From an optimization exercise on the open Yosys and OpenROAD flow, aimed at small area, a short achievable clock period and few clock cycles per item; shortcuts taken in it are not production practice.

==> v13 <==
==> flow/design.v <==
module register_param #(
    parameter BIT_LENGTH = 2048
) (
    input clk, rst,
    input load,
    input [BIT_LENGTH - 1 : 0] parIn,
    output reg [BIT_LENGTH - 1 : 0] parOut
);
    always@(posedge clk, posedge rst) begin
        if (rst == 1)
            parOut <= 0;
        else begin
            if (load == 1)
                parOut <= parIn;
        end
    end
endmodule
module adder #(
    parameter BIT_LENGTH = 32
) (
    input signed [BIT_LENGTH - 1 : 0] in1, in2,
    input mode,  
    output signed [BIT_LENGTH - 1 : 0] out
);
    assign out = (mode == 1) ? (in1 + in2) : (in1 - in2);
endmodule
module upCounterRE #(
    parameter BIT_LENGTH = 16
) (
    input clk, rst,
    input init_cnt, en_cnt,
    output reg [BIT_LENGTH - 1 : 0] count
);
    always @(posedge clk, posedge rst) begin
        if (rst == 1)
            count <= 0;
        else begin
            if (init_cnt == 1)
                count <= 0;
            else if (en_cnt == 1)
                count <= count + 1;
        end
    end
endmodule
module cordic_linear_DP #(
    parameter FLOAT_SIZE = 24,
    parameter INT_SIZE = 8
) (
    input clk, rst,
    input signed [INT_SIZE + FLOAT_SIZE - 1:0] x, y, z,
    input mode,
    input loadX, loadY, loadZ,loadMode,
    input sel_input, adder_mode,
    input init_cnt, en_cnt,
    output signed [INT_SIZE + FLOAT_SIZE - 1:0] x_out, y_out, z_out,
    output co, phi
);
    wire signed [INT_SIZE + FLOAT_SIZE - 1:0] y_in, z_in;
    wire signed [INT_SIZE + FLOAT_SIZE - 1:0] out_adder_y, out_adder_z;
    assign y_in = (sel_input == 1) ? y : out_adder_y; 
    assign z_in = (sel_input == 1) ? z : out_adder_z; 
    register_param #(.BIT_LENGTH(INT_SIZE + FLOAT_SIZE)) X_Reg(
        .clk(clk),
        .rst(rst),
        .load(loadX),
        .parIn(x),
        .parOut(x_out)
    );
    register_param #(.BIT_LENGTH(INT_SIZE + FLOAT_SIZE)) Y_Reg(
        .clk(clk),
        .rst(rst),
        .load(loadY),
        .parIn(y_in),
        .parOut(y_out)
    );
    register_param #(.BIT_LENGTH(INT_SIZE + FLOAT_SIZE)) Z_Reg(
        .clk(clk),
        .rst(rst),
        .load(loadZ),
        .parIn(z_in),
        .parOut(z_out)
    );
    wire mode_val;
    register_param #(.BIT_LENGTH(1)) M_Reg(
        .clk(clk),
        .rst(rst),
        .load(loadMode),
        .parIn(mode),
        .parOut(mode_val)
    );
    wire [$clog2(FLOAT_SIZE) : 0] iter;
    upCounterRE #(.BIT_LENGTH($clog2(FLOAT_SIZE) + 1)) Iter_Count(
        .clk(clk),
        .rst(rst),
        .init_cnt(init_cnt),
        .en_cnt(en_cnt),
        .count(iter)
    );
    assign co = (iter == (FLOAT_SIZE)) ? 1'b1 : 1'b0;
    wire signed [INT_SIZE + FLOAT_SIZE - 1:0] x_shift, one, one_shift;
    assign x_shift = x >>> iter;
    assign one = { {(INT_SIZE-1){1'b0}}, 1'b1, {(FLOAT_SIZE){1'b0}} }; 
    assign one_shift = one >>> iter;
    adder #(.BIT_LENGTH(INT_SIZE + FLOAT_SIZE)) Y_Adder(
        .in1(y_out),
        .in2(x_shift),
        .mode(adder_mode),
        .out(out_adder_y)
    );
    adder #(.BIT_LENGTH(INT_SIZE + FLOAT_SIZE)) Z_Adder(
        .in1(z_out),
        .in2(one_shift),
        .mode(~adder_mode),
        .out(out_adder_z)
    );
    wire phi_rotate, phi_vector; 
    assign phi_rotate = (z_out[INT_SIZE + FLOAT_SIZE - 1] == 1) ? 1'b0 : 1'b1;
    assign phi_vector = (y_out[INT_SIZE + FLOAT_SIZE - 1] == 1) ? 1'b1 : 1'b0;
    assign phi = (mode_val == 1) ? phi_vector : phi_rotate;
endmodule
module cordic_linear_CU (
    input clk, rst,
    input start,
    input co, phi,
    output reg loadX, loadY, loadZ,loadMode,
    output reg sel_input, adder_mode,
    output reg init_cnt, en_cnt,
    output reg done
);
    parameter [1:0] IDLE = 0, INIT = 1, CALC = 2, DONE = 3;
    reg [1:0] ps, ns;
    always @(ps, start, co) begin
        case (ps)
            IDLE: ns = (start == 1) ? INIT : IDLE;
            INIT: ns = (start == 1 ) ? INIT : CALC;
            CALC: ns = (co == 1) ? DONE : CALC;
            DONE: ns = IDLE;
            default: ns = IDLE;
        endcase
    end
    always @(ps, phi) begin
        loadX = 0;
        loadY = 0;
        loadZ = 0;
        loadMode = 0;
        sel_input = 0;
        adder_mode = 0;
        init_cnt = 0;
        en_cnt = 0;
        done = 0;
        case (ps)
            IDLE: ;
            INIT: begin
                init_cnt = 1;
                loadX = 1;
                loadY = 1;
                loadZ = 1;
                loadMode = 1;
                sel_input = 1;
            end
            CALC: begin
                adder_mode = phi;
                en_cnt = 1;
                sel_input = 0;
                loadY = 1;
                loadZ = 1;
            end 
            DONE: done = 1;
            default: ;
        endcase
    end
    always @(posedge clk or posedge rst) begin
        if (rst == 1)
            ps <= IDLE;
        else 
            ps <= ns;
    end
endmodule
module cordic_linear #(
    parameter FLOAT_SIZE = 24,
    parameter INT_SIZE = 8
) (
    input clk, rst,
    input start,
    input signed [INT_SIZE + FLOAT_SIZE - 1:0] x, y, z,
    input mode,
    output signed [INT_SIZE + FLOAT_SIZE - 1:0] x_out, y_out, z_out,
    output done
);
    wire loadX, loadY, loadZ, loadMode;
    wire sel_input, adder_mode;
    wire init_cnt, en_cnt;
    wire co, phi;
    cordic_linear_DP #(.FLOAT_SIZE(FLOAT_SIZE), .INT_SIZE(INT_SIZE)) DP (
        .clk(clk),
        .rst(rst),
        .x(x),
        .y(y),
        .z(z),
        .mode(mode),
        .loadX(loadX),
        .loadY(loadY),
        .loadZ(loadZ),
        .loadMode(loadMode),
        .sel_input(sel_input),
        .adder_mode(adder_mode),
        .init_cnt(init_cnt),
        .en_cnt(en_cnt),
        .x_out(x_out),
        .y_out(y_out),
        .z_out(z_out),
        .co(co),
        .phi(phi)
    );
    cordic_linear_CU CU (
        .clk(clk),
        .rst(rst),
        .start(start),
        .co(co),
        .phi(phi),
        .loadX(loadX),
        .loadY(loadY),
        .loadZ(loadZ),
        .loadMode(loadMode),
        .sel_input(sel_input),
        .adder_mode(adder_mode),
        .init_cnt(init_cnt),
        .en_cnt(en_cnt),
        .done(done)
    );
endmodule
module reciprocal_float_DP (
    input clk, rst,
    input [31:0] x,
    input loadE, loadM, loadS,
    input selE, start_cordic,
    output [31:0] out,
    output done_cordic, zero_flag
);
    wire [7:0] E_val, E_in;
    wire [7:0] out_sub, E_reg_in;
    assign E_in = x[30:23];
    register_param #(.BIT_LENGTH(8)) E_Reg(
        .clk(clk),
        .rst(rst),
        .load(loadE),
        .parIn(E_reg_in),
        .parOut(E_val)
    );
    wire [22:0] M_val, M_in;
    assign M_in = x[22:0];
    register_param #(.BIT_LENGTH(23)) M_Reg(
        .clk(clk),
        .rst(rst),
        .load(loadM),
        .parIn(M_in),
        .parOut(M_val)
    );
    wire S_val, S_in;
    assign S_in = x[31];
    register_param #(.BIT_LENGTH(1)) S_Reg(
        .clk(clk),
        .rst(rst),
        .load(loadS),
        .parIn(S_in),
        .parOut(S_val)
    );
    assign E_reg_in = (selE == 1) ? E_in : out_sub;
    wire frac_zero;
    assign frac_zero = ~(|M_val);
    wire cin;
    assign cin = (frac_zero == 1) ? 1'b1 : 1'b0;
    assign out_sub = $unsigned(8'd253) - $unsigned(E_val) + cin;
    localparam FLOAT_SIZE = 24;
    localparam INT_SIZE = 2;
    wire signed [INT_SIZE + FLOAT_SIZE - 1:0] x_in, z, y;
    assign y = { {(INT_SIZE-1){1'b0}}, 1'b1, {(FLOAT_SIZE){1'b0}} };  
    assign z = {(INT_SIZE + FLOAT_SIZE){1'b0}};  
    assign x_in = { 2'b01, M_val, 1'b0};
    wire mode;
    assign mode = 1'b1;  
    wire signed [INT_SIZE + FLOAT_SIZE - 1:0] x_out, y_out, z_out;
    cordic_linear #(.FLOAT_SIZE(FLOAT_SIZE), .INT_SIZE(INT_SIZE)) Cordic_core(
        .clk(clk),
        .rst(rst),
        .start(start_cordic),
        .x(x_in),
        .y(y),
        .z(z),
        .mode(mode),
        .x_out(x_out),
        .y_out(y_out),
        .z_out(z_out),
        .done(done_cordic)
    );
    assign out = {S_val, E_val, z_out[22:0] };
    wire exp_zero;
    assign exp_zero = ~(|E_val);
    assign zero_flag = exp_zero && frac_zero;
endmodule
module reciprocal_float_CU (
    input clk, rst,
    input start,
    input done_cordic, zero_input,
    output reg loadE, loadM, loadS,
    output reg selE, start_cordic,
    output reg done, zero_flag
);
    parameter [2:0] IDLE = 0, INIT = 1, EXP = 2, CALC = 3, ZERO = 4;
    reg [2:0] ps, ns;
    always @(ps, start, zero_input, done_cordic) begin
        case (ps)
            IDLE: ns = (start == 1) ? INIT : IDLE;
            INIT: ns = (start == 1) ? INIT : EXP;
            EXP: ns = (zero_input == 1) ? ZERO : CALC;
            CALC: ns = (done_cordic == 1) ? IDLE : CALC;
            ZERO: ns = IDLE; 
            default: ns = IDLE;
        endcase
    end
    always @(ps, done_cordic, zero_input) begin
        loadE = 0;
        loadM = 0;
        loadS = 0;
        selE = 0;
        start_cordic = 0;
        done = 0;
        zero_flag = 0;
        case (ps)
            IDLE: ;
            INIT: begin
                selE = 1;
                loadE = 1;
                loadM = 1;
                loadS = 1;
            end 
            EXP: begin
                loadE = 1;
                start_cordic = ~zero_input;  
            end
            CALC: done = done_cordic;
            ZERO: begin
                done = 1;
                zero_flag = 1;
            end
            default: ;
        endcase
    end
    always @(posedge clk or posedge rst) begin
        if (rst == 1)
            ps <= IDLE;
        else 
            ps <= ns;
    end
endmodule
module reciprocal_float(
    input clk, rst,
    input start,
    input [31:0] x,
    output [31:0] out,
    output done, zero_flag
);
    localparam K = 3;           
    localparam NC = 8;        
    localparam W = 30;           
    reg busy, done_r;
    reg [4:0] cnt;
    reg [22:0] m_r;
    reg [W-1:0] r;
    reg s_r, zf_r;
    reg [7:0] e_r;
    wire [24:0] X = {1'b1, m_r, 1'b0};
    wire [W-1:0] rr [0:K];
    assign rr[0] = r;
    genvar g, j;
    generate
        for (g = 0; g < K; g = g + 1) begin : st
            wire [4:0] it = cnt * K + g;
            wire [W-1:0] xm;
            for (j = 0; j < W; j = j + 1) begin : msk
                if (j < 25)
                    assign xm[j] = X[j] & (j >= it);
                else
                    assign xm[j] = 1'b0;
            end
            wire p = ~rr[g][W-1];
            wire [W:0] tt = {rr[g], 1'b1} + {xm ^ {W{p}}, p};
            wire [W-1:0] t = tt[W:1];
            assign rr[g+1] = {t[W-2:0], p};
        end
    endgenerate
    always @(posedge clk or posedge rst) begin
        if (rst) begin
            busy <= 1'b0;
            done_r <= 1'b0;
        end else begin
            done_r <= busy && (cnt == NC - 1);
            if (!busy)
                busy <= start;
            else if (cnt == NC - 1)
                busy <= 1'b0;
        end
    end
    always @(posedge clk) begin
        cnt <= busy ? cnt + 5'd1 : 5'd0;
        r <= busy ? rr[K] : 30'h1000000;
        m_r <= x[22:0];
        s_r <= x[31];
        zf_r <= ~(|x[30:0]);
        e_r <= 8'd253 - x[30:23] + {7'd0, ~(|x[22:0])};
    end
    assign done = done_r;
    assign zero_flag = zf_r;
    assign out = {s_r, e_r, r[20:0], ~r[W-1], 1'b1};
endmodule
==> flow/run.sh <==
#!/bin/bash
# synth_recipe.tcl (not shown) runs the flow's synth.tcl, then flattens the netlist and writes it again
# the make line also repeats each setting of config.mk as NAME=value (left out here)
make -C /OpenROAD-flow-scripts/flow DESIGN_CONFIG=/design/flow/config.mk WORK_HOME=/design/flow/orfs CLKGATE_MAP_FILE= SYNTH_SCRIPT=/design/flow/synth_recipe.tcl finish
==> flow/config.mk <==
export PLATFORM = sky130hd
export DESIGN_NAME = reciprocal_float
export DESIGN_NICKNAME = reciprocal_float
export VERILOG_FILES = /design/flow/design.v
export SDC_FILE = /design/flow/constraint.sdc
export NUM_CORES = 4
export LEC_CHECK = 0
export CAP_MARGIN = 20
export CORE_MARGIN = 2
export CORE_UTILIZATION = 40
export SLEW_MARGIN = 20
==> flow/constraint.sdc <==
create_clock -name core_clock -period 11.0 [get_ports {clk}]
set_input_delay 2.2000 -clock core_clock [delete_from_list [all_inputs] [get_ports {clk}]]
set_output_delay 2.2000 -clock core_clock [all_outputs]
set_load 0.01 [all_outputs]
==> v37 (differences from v13) <==
--- a/flow/design.v
+++ b/flow/design.v
@@ -24,6 +24,32 @@
 );
     assign out = (mode == 1) ? (in1 + in2) : (in1 - in2);
 endmodule
+module pfx_add #(parameter W = 30) (
+    input [W-1:0] a, b,
+    input cin,
+    output [W-1:0] s
+);
+    localparam L = $clog2(W + 1);
+    wire [W:0] g [0:L];
+    wire [W:0] p [0:L];
+    assign g[0] = {a & b, cin};
+    assign p[0] = {a ^ b, 1'b0};
+    genvar l, i;
+    generate
+        for (l = 0; l < L; l = l + 1) begin : lv
+            for (i = 0; i <= W; i = i + 1) begin : b
+                if ((i >> l) & 1) begin
+                    assign g[l+1][i] = g[l][i] | (p[l][i] & g[l][((i >> l) << l) - 1]);
+                    assign p[l+1][i] = p[l][i] & p[l][((i >> l) << l) - 1];
+                end else begin
+                    assign g[l+1][i] = g[l][i];
+                    assign p[l+1][i] = p[l][i];
+                end
+            end
+        end
+    endgenerate
+    assign s = p[0][W:1] ^ g[L][W-1:0];
+endmodule
 module upCounterRE #(
     parameter BIT_LENGTH = 16
 ) (
@@ -360,35 +386,39 @@
     output [31:0] out,
     output done, zero_flag
 );
-    localparam K = 3;           
-    localparam NC = 8;        
-    localparam W = 30;           
+    localparam NC = 11;          
+    localparam W = 29;           
     reg busy, done_r;
-    reg [4:0] cnt;
+    reg [3:0] cnt;
+    reg [22:0] xm_r;             
     reg [22:0] m_r;
     reg [W-1:0] r;
-    reg s_r, zf_r;
+    reg s_r, zf_r, p24_r;
     reg [7:0] e_r;
-    wire [24:0] X = {1'b1, m_r, 1'b0};
-    wire [W-1:0] rr [0:K];
-    assign rr[0] = r;
-    genvar g, j;
+    wire [22:0] clr_a, clr_b;    
+    genvar k;
     generate
-        for (g = 0; g < K; g = g + 1) begin : st
-            wire [4:0] it = cnt * K + g;
-            wire [W-1:0] xm;
-            for (j = 0; j < W; j = j + 1) begin : msk
-                if (j < 25)
-                    assign xm[j] = X[j] & (j >= it);
-                else
-                    assign xm[j] = 1'b0;
+        for (k = 0; k < 23; k = k + 1) begin : dec
+            if (k % 2 == 1) begin
+                assign clr_a[k] = (cnt == (k - 1) / 2);
+                assign clr_b[k] = 1'b0;
+            end else begin
+                assign clr_a[k] = 1'b0;
+                assign clr_b[k] = (k >= 2) && (cnt == (k - 2) / 2);
             end
-            wire p = ~rr[g][W-1];
-            wire [W:0] tt = {rr[g], 1'b1} + {xm ^ {W{p}}, p};
-            wire [W-1:0] t = tt[W:1];
-            assign rr[g+1] = {t[W-2:0], p};
         end
     endgenerate
+    wire [W-1:0] xm0 = {{(W-25){1'b0}}, 1'b1, xm_r, 1'b0};
+    wire [W-1:0] xm1 = {{(W-25){1'b0}}, 1'b1, xm_r & ~clr_a, 1'b0};
+    wire p0 = ~r[W-1];
+    wire [W-1:0] t0;
+    pfx_add #(.W(W)) ad0 (.a(r), .b(xm0 ^ {W{p0}}), .cin(p0), .s(t0));
+    wire [W-1:0] r1 = {t0[W-2:0], p0};
+    wire p1 = ~r1[W-1];
+    wire [W-1:0] t1;
+    pfx_add #(.W(W)) ad1 (.a(r1), .b(xm1 ^ {W{p1}}), .cin(p1), .s(t1));
+    wire [W-1:0] r2 = {t1[W-2:0], p1};
+    wire [23:0] y2 = 24'h800000 - {1'b0, x[22:0]};
     always @(posedge clk or posedge rst) begin
         if (rst) begin
             busy <= 1'b0;
@@ -402,14 +432,16 @@
         end
     end
     always @(posedge clk) begin
-        cnt <= busy ? cnt + 5'd1 : 5'd0;
-        r <= busy ? rr[K] : 30'h1000000;
+        cnt <= busy ? cnt + 4'd1 : 4'd0;
+        r <= busy ? r2 : {{(W-26){y2[23]}}, y2, 2'b00};
+        xm_r <= busy ? xm_r & ~clr_a & ~clr_b : {x[22:1], 1'b0};
+        p24_r <= ~t1[W-1];
         m_r <= x[22:0];
         s_r <= x[31];
         zf_r <= ~(|x[30:0]);
-        e_r <= 8'd253 - x[30:23] + {7'd0, ~(|x[22:0])};
+        e_r <= ~x[30:23] - 8'd2 + {7'd0, ~(|m_r)};
     end
     assign done = done_r;
     assign zero_flag = zf_r;
-    assign out = {s_r, e_r, r[20:0], ~r[W-1], 1'b1};
+    assign out = {s_r, e_r, r[20:0], p24_r, 1'b1};
 endmodule
==> v38 (differences from v13) <==
--- a/flow/design.v
+++ b/flow/design.v
@@ -24,6 +24,33 @@
 );
     assign out = (mode == 1) ? (in1 + in2) : (in1 - in2);
 endmodule
+module pfx_addx #(parameter W = 30) (
+    input [W-1:0] a, b,
+    input p, cin,
+    output [W-1:0] s
+);
+    localparam L = $clog2(W + 1);
+    wire [W-1:0] bx = b ^ {W{p}};
+    wire [W:0] g [0:L];
+    wire [W:0] pp [0:L];
+    assign g[0] = {a & bx, cin};
+    assign pp[0] = {a ^ bx, 1'b0};
+    genvar l, i;
+    generate
+        for (l = 0; l < L; l = l + 1) begin : lv
+            for (i = 0; i <= W; i = i + 1) begin : b
+                if ((i >> l) & 1) begin
+                    assign g[l+1][i] = g[l][i] | (pp[l][i] & g[l][((i >> l) << l) - 1]);
+                    assign pp[l+1][i] = pp[l][i] & pp[l][((i >> l) << l) - 1];
+                end else begin
+                    assign g[l+1][i] = g[l][i];
+                    assign pp[l+1][i] = pp[l][i];
+                end
+            end
+        end
+    endgenerate
+    assign s = pp[0][W:1] ^ g[L][W-1:0];
+endmodule
 module upCounterRE #(
     parameter BIT_LENGTH = 16
 ) (
@@ -360,56 +387,58 @@
     output [31:0] out,
     output done, zero_flag
 );
-    localparam K = 3;           
-    localparam NC = 8;        
-    localparam W = 30;           
-    reg busy, done_r;
+    localparam NC = 23;          
+    localparam W = 29;           
+    reg busy, done_r, first_r;
     reg [4:0] cnt;
-    reg [22:0] m_r;
+    reg [22:0] xm_r;             
     reg [W-1:0] r;
-    reg s_r, zf_r;
-    reg [7:0] e_r;
-    wire [24:0] X = {1'b1, m_r, 1'b0};
-    wire [W-1:0] rr [0:K];
-    assign rr[0] = r;
-    genvar g, j;
+    reg s_r, zf_r, mz_r, p24_r;
+    wire [22:0] keep;
+    genvar k;
     generate
-        for (g = 0; g < K; g = g + 1) begin : st
-            wire [4:0] it = cnt * K + g;
-            wire [W-1:0] xm;
-            for (j = 0; j < W; j = j + 1) begin : msk
-                if (j < 25)
-                    assign xm[j] = X[j] & (j >= it);
-                else
-                    assign xm[j] = 1'b0;
-            end
-            wire p = ~rr[g][W-1];
-            wire [W:0] tt = {rr[g], 1'b1} + {xm ^ {W{p}}, p};
-            wire [W-1:0] t = tt[W:1];
-            assign rr[g+1] = {t[W-2:0], p};
+        for (k = 0; k < 23; k = k + 1) begin : dec
+            assign keep[k] = ~busy | (cnt < k);
         end
     endgenerate
+    wire first = first_r;
+    wire [W-1:0] xm0 = {{(W-25){1'b0}}, 1'b1, xm_r, 1'b0};
+    wire p0 = ~r[W-1];
+    wire fm = first & mz_r;
+    wire [W-1:1] t0;
+    pfx_addx #(.W(W-1)) ad0 (.a(r[W-1:1]), .b(xm0[W-1:1] | {{(W-25){fm}}, {24{1'b0}}}), .p(p0), .cin(p0 | first), .s(t0));
+    wire [W-1:0] rn = {t0[W-2:1], r[0], p0};
+    wire mz = ~(|x[22:0]);
+    wire last = (cnt == NC - 1);
+    wire [7:0] ex = ~x[30:23] - 8'd2 + {7'd0, mz_r};
     always @(posedge clk or posedge rst) begin
         if (rst) begin
             busy <= 1'b0;
             done_r <= 1'b0;
         end else begin
-            done_r <= busy && (cnt == NC - 1);
+            done_r <= busy && last;
             if (!busy)
                 busy <= start;
-            else if (cnt == NC - 1)
+            else if (last)
                 busy <= 1'b0;
         end
     end
     always @(posedge clk) begin
+        first_r <= ~busy;
         cnt <= busy ? cnt + 5'd1 : 5'd0;
-        r <= busy ? rr[K] : 30'h1000000;
-        m_r <= x[22:0];
+        if (!busy)
+            r <= ~{{(W-25){1'b0}}, x[22:0], 2'b00};
+        else if (last)
+            r <= {ex, rn[20:0]};
+        else
+            r <= rn;
+        xm_r <= x[22:0] & keep;
+        p24_r <= ~t0[W-1];
         s_r <= x[31];
-        zf_r <= ~(|x[30:0]);
-        e_r <= 8'd253 - x[30:23] + {7'd0, ~(|x[22:0])};
+        mz_r <= mz;
+        zf_r <= mz & ~(|x[30:23]);
     end
     assign done = done_r;
     assign zero_flag = zf_r;
-    assign out = {s_r, e_r, r[20:0], ~r[W-1], 1'b1};
+    assign out = {s_r, r[28:21], r[20:0], p24_r, 1'b1};
 endmodule
==> flow/flow/run.sh (new file) <==
#!/bin/bash
# The standard layout (standard.sh, unchanged synthesis), with repair_timing
# aiming below the clock period and smaller port buffers.
set -euo pipefail
bash standard.sh SETUP_SLACK_MARGIN=7.8 'BUFFER_PORTS_ARGS=-buffer_cell sky130_fd_sc_hd__buf_1' finish > standard_flow.log 2>&1
==> flow/standard.sh (new file) <==
#!/bin/bash
# synth_recipe.tcl (not shown) runs the flow's synth.tcl, then flattens the netlist and writes it again
# the make line also repeats each setting of config.mk as NAME=value (left out here)
make -C /OpenROAD-flow-scripts/flow DESIGN_CONFIG=/design/flow/config.mk WORK_HOME=/design/flow/orfs CLKGATE_MAP_FILE= SYNTH_SCRIPT=/design/flow/synth_recipe.tcl "${@:-finish}"
removed: flow/run.sh
==> qor summary <==
metric	v37	v38	v13
Result of the run	complete, no violations	complete, no violations	complete, no violations
Library cells used by synthesis	62	53	75
Rows	45	35	51
Met1 layer wirelength in the final routing	7210 um	4340 um	12000 um
DIE AREA	16400 um^2	10100 um^2	21300 um^2
Multi-input logic cell count	536	313	865
Final instance area	7140 um^2	4350 um^2	9210 um^2
Final WL	15400 um	9170 um	25400 um
Final standard cell count with taps included and fillers excluded	942	595	1344
Highest cell delay on the worst timing path	0.67 ns	0.37 ns	0.54 ns
Final Core Density	47.3%	47.8%	47.0%
Via count of the first global-routing pass	4891	3144	7192
Least-Margin Pin Slew	0.945 ns	0.602 ns	1.00 ns
Area used by multi-input combinational logic	3920 um^2	2300 um^2	6200 um^2
Synthesis Warnings	2	2	1
Clock transition at the registers of the reported paths	0.06 ns	0.07 ns	0.08 ns
Largest net degree at the start of global routing	52	40	34
Met3 wirelength from detailed routing	509 um	303 um	2000 um
Endpoint arrival time on the critical path	6.40 ns	0.95 ns	10.60 ns
CTS Root Cell	sky130_fd_sc_hd__clkbuf_16	sky130_fd_sc_hd__clkbuf_8	sky130_fd_sc_hd__clkbuf_16
Function was not checked in any run of this note: the RTL went through the layout flow alone.

## what the ideal ports hide
The results above use ideal ports. As a check the final layouts listed here were re-extracted and re-timed, cells and wires unchanged. Step 1: set_driving_cell puts a clkbuf_16 on clk and a buf_2 on each other input, an assumption about the parent block. Step 2 moves the port delays by t, midway between the first and last clock arrival at a register: inputs arrive t later, outputs are due t later. That takes back most of the time a late clock gives input paths. a / b / c = ideal ports / drivers / drivers and shift; a / b = the first two.
run | t, ns | setup WS [ns] | worst register clock-pin slew, ns | worst slew at a driven data input, ns | pins driven straight from the clock port
v13 | 0.399 | 0.646 / 0.646 / 0.646 | 0.08 / 0.08 | 0.03 | 1
v37 | 0.389 | 4.846 / 4.846 / 4.846 | 0.07 / 0.07 | 0.04 | 1
v38 | 0.368 | 7.848 / 7.815 / 7.496 | 0.07 / 0.07 | 0.04 | 1
After both steps setup and hold are still met in every run listed. The setup slack of v38, which loses most, moves by -0.033 ns with the drivers and by -0.352 ns with both steps.
